This design comes from an exercise in tuning for small area, a short achievable clock period and few clock cycles on the open sky130 flow, not from production work.
The RTL was checked by simulation tests, not by an equivalence proof against the original design.

==> inputs of 05-27 <==
// mult
module mult #(parameter XLEN = 32, parameter NUM_STAGE = 4)
(
    input clock, reset,
    input start,
    input [1:0] sign,
    input [XLEN-1:0] mcand, mplier,
    output [(2*XLEN)-1:0] product,
    output logic done
);
    wire [32:0] a = {sign[0] & mcand[31], mcand};
    wire [32:0] b = {sign[1] & mplier[31], mplier};
    wire one0_d = b[0] ^ 1'b0;
    wire two0_d = (b[1] & ~b[0] & ~1'b0) | (~b[1] & b[0] & 1'b0);
    wire neg0_d = b[1];
    wire one1_d = b[2] ^ b[1];
    wire two1_d = (b[3] & ~b[2] & ~b[1]) | (~b[3] & b[2] & b[1]);
    wire neg1_d = b[3];
    wire one2_d = b[4] ^ b[3];
    wire two2_d = (b[5] & ~b[4] & ~b[3]) | (~b[5] & b[4] & b[3]);
    wire neg2_d = b[5];
    wire one3_d = b[6] ^ b[5];
    wire two3_d = (b[7] & ~b[6] & ~b[5]) | (~b[7] & b[6] & b[5]);
    wire neg3_d = b[7];
    wire one4_d = b[8] ^ b[7];
    wire two4_d = (b[9] & ~b[8] & ~b[7]) | (~b[9] & b[8] & b[7]);
    wire neg4_d = b[9];
    wire one5_d = b[10] ^ b[9];
    wire two5_d = (b[11] & ~b[10] & ~b[9]) | (~b[11] & b[10] & b[9]);
    wire neg5_d = b[11];
    wire one6_d = b[12] ^ b[11];
    wire two6_d = (b[13] & ~b[12] & ~b[11]) | (~b[13] & b[12] & b[11]);
    wire neg6_d = b[13];
    wire one7_d = b[14] ^ b[13];
    wire two7_d = (b[15] & ~b[14] & ~b[13]) | (~b[15] & b[14] & b[13]);
    wire neg7_d = b[15];
    wire one8_d = b[16] ^ b[15];
    wire two8_d = (b[17] & ~b[16] & ~b[15]) | (~b[17] & b[16] & b[15]);
    wire neg8_d = b[17];
    wire one9_d = b[18] ^ b[17];
    wire two9_d = (b[19] & ~b[18] & ~b[17]) | (~b[19] & b[18] & b[17]);
    wire neg9_d = b[19];
    wire one10_d = b[20] ^ b[19];
    wire two10_d = (b[21] & ~b[20] & ~b[19]) | (~b[21] & b[20] & b[19]);
  ...
export LEC_CHECK = 0
export ABC_AREA = 1
export CAP_MARGIN = 20
export CORE_MARGIN = 2
export CORE_UTILIZATION = 40
export CTS_CLUSTER_DIAMETER = 100
export CTS_CLUSTER_SIZE = 20
export PLACE_DENSITY = 0.6
export SLEW_MARGIN = 20
export SYNTH_HIERARCHICAL = 1
create_clock -name core_clock -period 10.0 [get_ports {clock}]
standard.sh (not shown) runs the stock make flow with config.mk's settings and CLKGATE_MAP_FILE= SYNTH_SCRIPT=/design/flow/synth_recipe.tcl, a recipe that flattens the netlist after the stock synthesis.
==> flow/flow/run.sh <==
#!/bin/bash
set -euo pipefail
bash standard.sh SETUP_SLACK_MARGIN=6.7 "BUFFER_PORTS_ARGS=-buffer_cell sky130_fd_sc_hd__buf_1" finish > flow_make.log 2>&1
==> inputs of 09-23, as changes to 05-27 <==
==> flow/flow/run.sh (replaced) <==
#!/bin/bash
set -euo pipefail
bash standard.sh SETUP_SLACK_MARGIN=6.6 "BUFFER_PORTS_ARGS=-buffer_cell sky130_fd_sc_hd__buf_1" finish > flow_make.log 2>&1
==> inputs of 07-01, as changes to 05-27 <==
==> flow/flow/run.sh (replaced) <==
#!/bin/bash
set -euo pipefail
bash standard.sh SETUP_SLACK_MARGIN=6.75 "BUFFER_PORTS_ARGS=-buffer_cell sky130_fd_sc_hd__buf_2" finish > flow_make.log 2>&1
==> inputs of 01-08, as changes to 05-27 <==
==> flow/flow/run.sh (replaced) <==
#!/bin/bash
set -euo pipefail
bash standard.sh SETUP_SLACK_MARGIN=6.6 "BUFFER_PORTS_ARGS=-buffer_cell sky130_fd_sc_hd__buf_2" finish > flow_make.log 2>&1
==> qor summary <==
quantity	07-01	09-23	05-27	01-08
Number of antenna violations at the first check in global routing	7	5	5	6
Number of buffers inserted by post-CTS setup repair	10	0	4	1
Met1 Wirelength	42.6 mm	43.0 mm	43.6 mm	42.2 mm
Worst slew margin relative to its limit	0.505	0.376	0.373	0.359
Final setup skew	0.0365 ns	0.0244 ns	0.0261 ns	0.0363 ns
Met2 capacity usage during global routing	0.374	0.379	0.385	0.374
Inserted Clock Buffers	27	28	28	27
FMAX	308 MHz	296 MHz	303 MHz	294 MHz
Status	complete, no violations	complete, no violations	complete, no violations	complete, no violations
Total Nets Final	3802	3775	3791	3777
# resized after CTS	154	38	102	37
CP Depth	7	6	7	6
Terminating pin of the worst hold path	vld[1]	vld[2]	vld[2]	vld[1]
End-of-flow core utilization	0.451	0.436	0.447	0.436
Worst slack at placement	6.32 ns	6.34 ns	6.34 ns	6.32 ns
# diodes	1	3	0	2
Critical path capture point	t4[121]	t4[125]	t4[125]	t4[125]
Insertion delay to the later sink of the worst-skew pair	0.63 ns	0.62 ns	0.62 ns	0.63 ns
Path depth of the worst reg2reg path	7	6	7	6
Count of plain and timing-repair buffers	236	208	224	211
Testbench counts of 05-27, summed over its fixed seeds: cycles 7,056.
Testbench counts of 09-23, summed over its fixed seeds: cycles 7,056.
Testbench counts of 07-01, summed over its fixed seeds: cycles 7,056.
Testbench counts of 01-08, summed over its fixed seeds: cycles 7,056.

## port drivers added, routing unchanged
Ports are ideal in the flow. The routed layouts listed here were re-timed in OpenROAD. Step 1, drivers: a clkbuf_16 drives clock and a buf_2 each remaining input, both assumed. Step 2 also shifts input and output timing later by t, the mid clock arrival at the registers, as if the neighbouring blocks saw the same clock. a / b / c = ideal / step 1 / step 2; a / b = the first two.
run	shift t [ns]	slack for setup (ns)	hold slack, ns	pins driven straight from the clock port
05-27	0.671	6.695 / 6.695 / 6.695	0.413 / 0.413 / 0.413	1
09-23	0.673	6.619 / 6.619 / 6.619	0.413 / 0.413 / 0.413	1
07-01	0.673	6.755 / 6.755 / 6.755	0.408 / 0.408 / 0.408	1
01-08	0.676	6.603 / 6.603 / 6.603	0.408 / 0.408 / 0.408	1
After both steps every run listed still meets setup and hold.
